Background: an optimization exercise with open tools, aiming at small area, a short achievable clock period and few clock cycles. Do not read the settings as production practice.
Where RTL was checked, it was by simulation tests only, not by an equivalence proof against the original.
Power and IR drop assume default switching activity.

== TR ==
Design SAD, start of the top module:
module SAD(Go, A_Addr, A_Data, B_Addr, B_Data, C_Addr, I_RW, I_En, O_RW, O_En, Done, SAD_Out, Clk, Rst);
   input Go;
   input [7:0] A_Data, B_Data;
   output [14:0] A_Addr, B_Addr;
   output [6:0] C_Addr;
   output I_RW, I_En, O_RW;
   output reg O_En, Done;
   output [31:0] SAD_Out;
   input Clk, Rst;
   reg [7:0]  L;           
   reg [6:0]  H;           
   reg        H7;
   reg [7:0]  x1;
   reg        c1;
   reg [15:0] Sum;
   reg        f2;          
   reg        l1, l2;      
   wire       busy = (|L) | (|H);
   wire       run = Go | busy;
   wire       lastpix = &L;
   wire       adv = run & lastpix;
   wire       fb = H[6] ^ H[5] ^ (H[5:0] == 6'd0);
   function [7:0] ks8;
      input [7:0] a, b;
      input cin;
      reg [7:0] g, p, g1, p1, g2, p2, g3;
      integer i;
      begin
         g = a & b;
         p = a | b;
         g[0] = g[0] | (p[0] & cin);
         for (i = 0; i < 8; i = i + 1) begin
  ...
For scale: about 340 cells after synthesis, roughly 46 flip-flops.
Settings: LEC_CHECK=0, CAP_MARGIN=20, CORE_MARGIN=2, CORE_UTILIZATION=40, SLEW_MARGIN=20; clock period 8.0 ns.
standard.sh (not shown) runs the stock make flow with config.mk's settings and CLKGATE_MAP_FILE= SYNTH_SCRIPT=/design/flow/synth_recipe.tcl, a recipe that flattens the netlist after the stock synthesis.
==> flow/flow/run.sh <==
#!/bin/bash
# Standard layout, with the port buffers made of buf_1 cells instead of the
# delay buffers buffer_ports picks by default, and adders left to ABC.
set -euo pipefail
bash standard.sh "BUFFER_PORTS_ARGS=-buffer_cell sky130_fd_sc_hd__buf_1" ADDER_MAP_FILE= finish > make_finish.log 2>&1
Both conditions hold for TR: the flow ran to the end and the final layout passed the timing, design-rule and antenna checks.
Modified inputs, MS compared to TR
==> flow/flow/run.sh <==
#!/bin/bash
# Standard layout with three changes: port buffers made of buf_1 cells
# instead of the delay buffers buffer_ports picks by default, adders left to
# ABC, and no dummy loads added to the clock tree.
set -euo pipefail
bash standard.sh \
  "BUFFER_PORTS_ARGS=-buffer_cell sky130_fd_sc_hd__buf_1" \
  ADDER_MAP_FILE= \
  "CTS_ARGS=-sink_clustering_enable -repair_clock_nets -dont_use_dummy_load" \
  finish > make_finish.log 2>&1
### Flow results
- Compared to TR, the routing of MS uses more wire.
- The run showing the smaller sequential share of layout area is TR.
- As far as sequential power is concerned, TR and MS perform about the same.
- Power: MS vs TR down 0.079 mW
- MS and TR ended up with roughly the same slew of the pin with the lowest slew margin.
No functional check of the RTL was part of any run of this note.

The RTL this note starts from:
==> flow/design.v <==
`timescale 1 ns/1 ns
module SAD(Go, A_Addr, A_Data, B_Addr, B_Data, C_Addr, I_RW, I_En, O_RW, O_En, Done, SAD_Out, Clk, Rst);
   input Go;
   input [7:0] A_Data, B_Data;
   output [14:0] A_Addr, B_Addr;
   output [6:0] C_Addr;
   output I_RW, I_En, O_RW;
   output reg O_En, Done;
   output [31:0] SAD_Out;
   input Clk, Rst;
   reg [7:0]  L;           
   reg [6:0]  H;           
   reg        H7;
   reg [7:0]  x1;
   reg        c1n;
   reg [15:0] Sum;
   reg        f2;          
   reg        l1, l2;      
   wire       busy = (|L) | (|H);
   wire       run = Go | busy;
   wire       lastpix = &L;
   wire       adv = run & lastpix;
   wire       fb = H[6] ^ H[5] ^ (H[5:0] == 6'd0);
   wire [7:0] ag = A_Data & ~B_Data;
   wire [7:0] ap = A_Data | ~B_Data;
   wire [7:0] ah = ~(A_Data ^ B_Data);
   wire n10, n32, q32, n54, q54, n76, q76;      
   wire g20, g30, g64, p64, g74, p74;           
   wire n40, n50, n60, n70;                     
   sad_g  #(4'b0001)   l1a(.gh(ag[1]), .ph(ap[1]), .gl(ag[0]), .g(n10));
   sad_gp #(6'b000011) l1b(.gh(ag[3]), .ph(ap[3]), .gl(ag[2]), .pl(ap[2]), .g(n32), .p(q32));
   sad_gp #(6'b000011) l1c(.gh(ag[5]), .ph(ap[5]), .gl(ag[4]), .pl(ap[4]), .g(n54), .p(q54));
   sad_gp #(6'b000011) l1d(.gh(ag[7]), .ph(ap[7]), .gl(ag[6]), .pl(ap[6]), .g(n76), .p(q76));
   sad_g  #(4'b0010)   l2a(.gh(ag[2]), .ph(ap[2]), .gl(n10), .g(g20));
   sad_g  #(4'b1110)   l2b(.gh(n32), .ph(q32), .gl(n10), .g(g30));
   sad_gp #(6'b001100) l2c(.gh(ag[6]), .ph(ap[6]), .gl(n54), .pl(q54), .g(g64), .p(p64));
   sad_gp #(6'b111100) l2d(.gh(n76), .ph(q76), .gl(n54), .pl(q54), .g(g74), .p(p74));
   sad_g  #(4'b0001)   l3a(.gh(ag[4]), .ph(ap[4]), .gl(g30), .g(n40));
   sad_g  #(4'b1101)   l3b(.gh(n54), .ph(q54), .gl(g30), .g(n50));
   sad_g  #(4'b0001)   l3c(.gh(g64), .ph(p64), .gl(g30), .g(n60));
   sad_g  #(4'b0001)   l3d(.gh(g74), .ph(p74), .gl(g30), .g(n70));
   wire [7:0] s;
   assign s[0] = ah[0];
   sad_x  u_s1(.a(ah[1]), .b(ag[0]), .y(s[1]));
   sad_xn u_s2(.a(ah[2]), .b(n10), .y(s[2]));
   sad_x  u_s3(.a(ah[3]), .b(g20), .y(s[3]));
   sad_x  u_s4(.a(ah[4]), .b(g30), .y(s[4]));
   sad_xn u_s5(.a(ah[5]), .b(n40), .y(s[5]));
   sad_xn u_s6(.a(ah[6]), .b(n50), .y(s[6]));
   sad_xn u_s7(.a(ah[7]), .b(n60), .y(s[7]));
   wire        c1 = ~c1n;
   wire [7:0]  x = x1 ^ {8{c1n}};
   wire [15:0] base = f2 ? 16'd0 : Sum;
   wire [7:0]  bg = base[7:0] & x;
   wire [7:0]  bp = base[7:0] | x;
   wire [7:0]  bh = base[7:0] ^ x;
   wire        bg0;
   sad_g u_b0(.gh(bg[0]), .ph(bp[0]), .gl(c1), .g(bg0));
   wire [7:0]  bc;         
   sad_pfx8 u_pb(.g({bg[7:1], bg0}), .p(bp), .c(bc));
   wire [7:0]  lo = bh ^ {bc[6:0], c1};
   wire [7:0]  hp;         
   assign hp[0] = 1'b1;
   genvar hi_i;
   generate
      for (hi_i = 1; hi_i < 8; hi_i = hi_i + 1) begin : hpg
         assign hp[hi_i] = &base[hi_i+7:8];
      end
   endgenerate
   wire [7:0]  hi = base[15:8] ^ (hp & {8{bc[7]}});
   assign A_Addr = {H, L};
   assign B_Addr = {H, L};
   assign C_Addr = {H7, H[6:1]};
   assign I_En = 1'b1;
   assign I_RW = 1'b0;
   assign O_RW = 1'b1;
   assign SAD_Out = {16'b0, Sum};
   always @(posedge Clk) begin
      if (Rst) begin
         L <= 8'd0;
         H <= 7'd0;
      end else begin
         L <= L + {7'd0, run};
         if (adv) H <= {H[5:0], fb};
      end
      if (adv) H7 <= H[6];
      l1 <= ~Rst & lastpix;
      x1 <= s;
      c1n <= n70;
      l2 <= ~Rst & l1;
      f2 <= (L == 8'd1);
      Sum <= {hi, lo};
      O_En <= ~Rst & l2;
      Done <= ~Rst & l2 & ~busy;
   end
endmodule
module sad_g(gh, ph, gl, g);
   parameter INV = 4'b0000;
   input gh, ph, gl;
   output g;
   wire igh = gh ^ INV[3];
   wire iph = ph ^ INV[2];
   wire igl = gl ^ INV[1];
   assign g = (igh | (iph & igl)) ^ INV[0];
endmodule
module sad_gp(gh, ph, gl, pl, g, p);
   parameter INV = 6'b000000;
   input gh, ph, gl, pl;
   output g, p;
   wire igh = gh ^ INV[5];
   wire iph = ph ^ INV[4];
   wire igl = gl ^ INV[3];
   wire ipl = pl ^ INV[2];
   assign g = (igh | (iph & igl)) ^ INV[1];
   assign p = (iph & ipl) ^ INV[0];
endmodule
module sad_x(a, b, y);
   input a, b;
   output y;
   assign y = a ^ b;
endmodule
module sad_xn(a, b, y);
   input a, b;
   output y;
   assign y = ~(a ^ b);
endmodule
module sad_pfx8(g, p, c);
   input [7:0] g, p;
   output [7:0] c;
   wire g10, g32, p32, g54, p54, g76, p76;
   wire g20, g30, g64, p64, g74, p74;
   sad_g  l1a(.gh(g[1]), .ph(p[1]), .gl(g[0]), .g(g10));
   sad_gp l1b(.gh(g[3]), .ph(p[3]), .gl(g[2]), .pl(p[2]), .g(g32), .p(p32));
   sad_gp l1c(.gh(g[5]), .ph(p[5]), .gl(g[4]), .pl(p[4]), .g(g54), .p(p54));
   sad_gp l1d(.gh(g[7]), .ph(p[7]), .gl(g[6]), .pl(p[6]), .g(g76), .p(p76));
   sad_g  l2a(.gh(g[2]), .ph(p[2]), .gl(g10), .g(g20));
   sad_g  l2b(.gh(g32), .ph(p32), .gl(g10), .g(g30));
   sad_gp l2c(.gh(g[6]), .ph(p[6]), .gl(g54), .pl(p54), .g(g64), .p(p64));
   sad_gp l2d(.gh(g76), .ph(p76), .gl(g54), .pl(p54), .g(g74), .p(p74));
   sad_g  l3a(.gh(g[4]), .ph(p[4]), .gl(g30), .g(c[4]));
   sad_g  l3b(.gh(g54), .ph(p54), .gl(g30), .g(c[5]));
   sad_g  l3c(.gh(g64), .ph(p64), .gl(g30), .g(c[6]));
   sad_g  l3d(.gh(g74), .ph(p74), .gl(g30), .g(c[7]));
   assign c[0] = g[0];
   assign c[1] = g10;
   assign c[2] = g20;
   assign c[3] = g30;
endmodule
export LEC_CHECK = 0
export CAP_MARGIN = 20
export CORE_MARGIN = 2
export CORE_UTILIZATION = 45
export SLEW_MARGIN = 20
export SYNTH_HIERARCHICAL = 1
export SYNTH_MINIMUM_KEEP_SIZE = 0
create_clock -name core_clock -period 8.0 [get_ports {Clk}]
==> flow/flow/run.sh <==
#!/bin/bash
# Standard layout with three changes: port buffers made of buf_1 cells
# instead of the delay buffers buffer_ports picks by default, adders left to
# ABC, no dummy loads added to the clock tree, and timing repair aimed 5.5 ns below the period.
set -euo pipefail
bash standard.sh \
  "BUFFER_PORTS_ARGS=-buffer_cell sky130_fd_sc_hd__buf_1" \
  ADDER_MAP_FILE= \
  "CTS_ARGS=-repair_clock_nets -dont_use_dummy_load -root_buf sky130_fd_sc_hd__clkbuf_16 -buf_list sky130_fd_sc_hd__clkbuf_16" \
  SETUP_SLACK_MARGIN=5.5 \
  finish > make_finish.log 2>&1
The first run went through all stages and came out clean.
Testbench counts at the start, summed over its fixed seeds: cycles 393,246.
Next try:
--- a/flow/flow/run.sh
+++ b/flow/flow/run.sh
@@ -8,3 +8,3 @@
   ADDER_MAP_FILE= \
-  "CTS_ARGS=-repair_clock_nets -dont_use_dummy_load -root_buf sky130_fd_sc_hd__clkbuf_16 -buf_list sky130_fd_sc_hd__clkbuf_16" \
+  "CTS_ARGS=-sink_clustering_enable -repair_clock_nets -dont_use_dummy_load" \
   SETUP_SLACK_MARGIN=5.5 \
--- a/flow/config.mk
+++ b/flow/config.mk
@@ -10,2 +10,3 @@
 export CORE_UTILIZATION = 45
+export GPL_ROUTABILITY_DRIVEN = 0
 export SLEW_MARGIN = 20
The new run went through all stages and came out clean.
Clock skew rose by 0.0052 ns.
Utilization fell by 0.41 points.
Wire length rose by 1.2%.
Clock-buffer cell count is unchanged.
Synthesized cell count stays the same.
Cell area fell by 0.79%.
Non-clock buffer count rose by 2.
Setup slack hardly moves.
Power fell by 6.9%.
Next try:
==> flow/run.sh (new file) <==
#!/bin/bash
# synth_recipe.tcl (not shown) runs the flow's synth.tcl, then flattens the netlist and writes it again
# the make line also repeats each setting of config.mk as NAME=value (left out here)
make -C /OpenROAD-flow-scripts/flow DESIGN_CONFIG=/design/flow/config.mk WORK_HOME=/design/flow/orfs CLKGATE_MAP_FILE= SYNTH_SCRIPT=/design/flow/synth_recipe.tcl finish
--- a/flow/config.mk
+++ b/flow/config.mk
@@ -10,3 +10,3 @@
 export CORE_UTILIZATION = 45
-export GPL_ROUTABILITY_DRIVEN = 0
+export SETUP_SLACK_MARGIN = 5
 export SLEW_MARGIN = 20
removed: flow/flow/run.sh
removed: flow/standard.sh
Effect: The changed run finished clean. First-iteration DRC count fell by about 18%. Cell area is higher by about 24%. Worst hold slack barely changes.
Next try:
==> flow/flow/run.sh (new file) <==
#!/bin/bash
# Standard layout with three changes: port buffers made of buf_1 cells
# instead of the delay buffers buffer_ports picks by default, adders left to
# ABC, no dummy loads added to the clock tree, and timing repair aimed 5.2 ns below the period.
set -euo pipefail
bash standard.sh \
  "BUFFER_PORTS_ARGS=-buffer_cell sky130_fd_sc_hd__buf_1" \
  ADDER_MAP_FILE= \
  "CTS_ARGS=-sink_clustering_enable -repair_clock_nets -dont_use_dummy_load" \
  SETUP_SLACK_MARGIN=5.2 \
  finish > make_finish.log 2>&1
==> flow/standard.sh (new file) <==
#!/bin/bash
# synth_recipe.tcl (not shown) runs the flow's synth.tcl, then flattens the netlist and writes it again
# the make line also repeats each setting of config.mk as NAME=value (left out here)
make -C /OpenROAD-flow-scripts/flow DESIGN_CONFIG=/design/flow/config.mk WORK_HOME=/design/flow/orfs CLKGATE_MAP_FILE= SYNTH_SCRIPT=/design/flow/synth_recipe.tcl "${@:-finish}"
--- a/flow/config.mk
+++ b/flow/config.mk
@@ -10,3 +10,2 @@
 export CORE_UTILIZATION = 45
-export SETUP_SLACK_MARGIN = 5
 export SLEW_MARGIN = 20
removed: flow/run.sh
Effect:
- The new run passed the timing, design-rule and antenna checks
- register-to-register slack improves by 0.08 ns
- utilization fell by 6.3 points
- hold slack degrades by 0.0030 ns
- global-route usage fell by 0.60 points
- synthesized area fell by roughly a tenth
- power fell by about a fifth
- non-clock buffer count does not change
- setup slack improves by 0.27 ns
Next try:
==> flow/flow/run.sh (replaced) <==
#!/bin/bash
# Standard layout with three changes: port buffers made of buf_1 cells
# instead of the delay buffers buffer_ports picks by default, adders left to
# ABC, no dummy loads added to the clock tree, and timing repair aimed 5.7 ns below the period.
set -euo pipefail
bash standard.sh \
  "BUFFER_PORTS_ARGS=-buffer_cell sky130_fd_sc_hd__buf_1" \
  ADDER_MAP_FILE= \
  "CTS_ARGS=-sink_clustering_enable -repair_clock_nets -dont_use_dummy_load" \
  SETUP_SLACK_MARGIN=5.7 \
  finish > make_finish.log 2>&1
After rerunning:
- The new run went through all stages and came out clean
- worst setup slack gains 0.26 ns
- cell count goes up by 8.7%
- worst hold slack loses 0.012 ns
- synthesized area stays the same
- power goes up by 16%
- non-clock buffer count goes up by 36
- clock-buffer cell count does not change
- critical path depth stays the same

afterwards: timing with drivers on the ports:
How much do the figures lean on ideal ports? The routed layouts below were timed once more, with nothing changed but the port constraints.
Step 1: set_driving_cell puts a clkbuf_16 on Clk and a buf_2 on each other input, an assumption about the parent block.
Step 2 adds t to the input delays and takes it off the output delays; t is the mean of the earliest and latest rising clock arrival at the registers after step 1. Input paths then give back, and output paths get back, about the clock's delay inside the block.
Slacks: no drivers / after step 1 / after step 2; pairs: no drivers / after step 1.
run	t (ns)	setup WS [ns]	clock arrival spread, ns
TR	0.321	4.650 / 4.654 / 4.333	0.006 / 0.006
MS	0.313	4.638 / 4.642 / 4.329	0.020 / 0.020
the first run of note 2	0.306	5.542 / 5.510 / 5.341	0.010 / 0.011
the second run of note 2	0.315	5.542 / 5.514 / 5.344	0.015 / 0.015
the third run of note 2	0.322	5.081 / 5.051 / 4.834	0.011 / 0.011
the fourth run of note 2	0.308	5.355 / 5.327 / 5.097	0.025 / 0.024
the fifth run of note 2	0.311	5.618 / 5.591 / 5.439	0.010 / 0.010
After both steps setup and hold are still met in every run listed. For TR, which loses most, drivers alone change the setup slack by +0.004 ns; drivers and shift together by -0.317 ns.
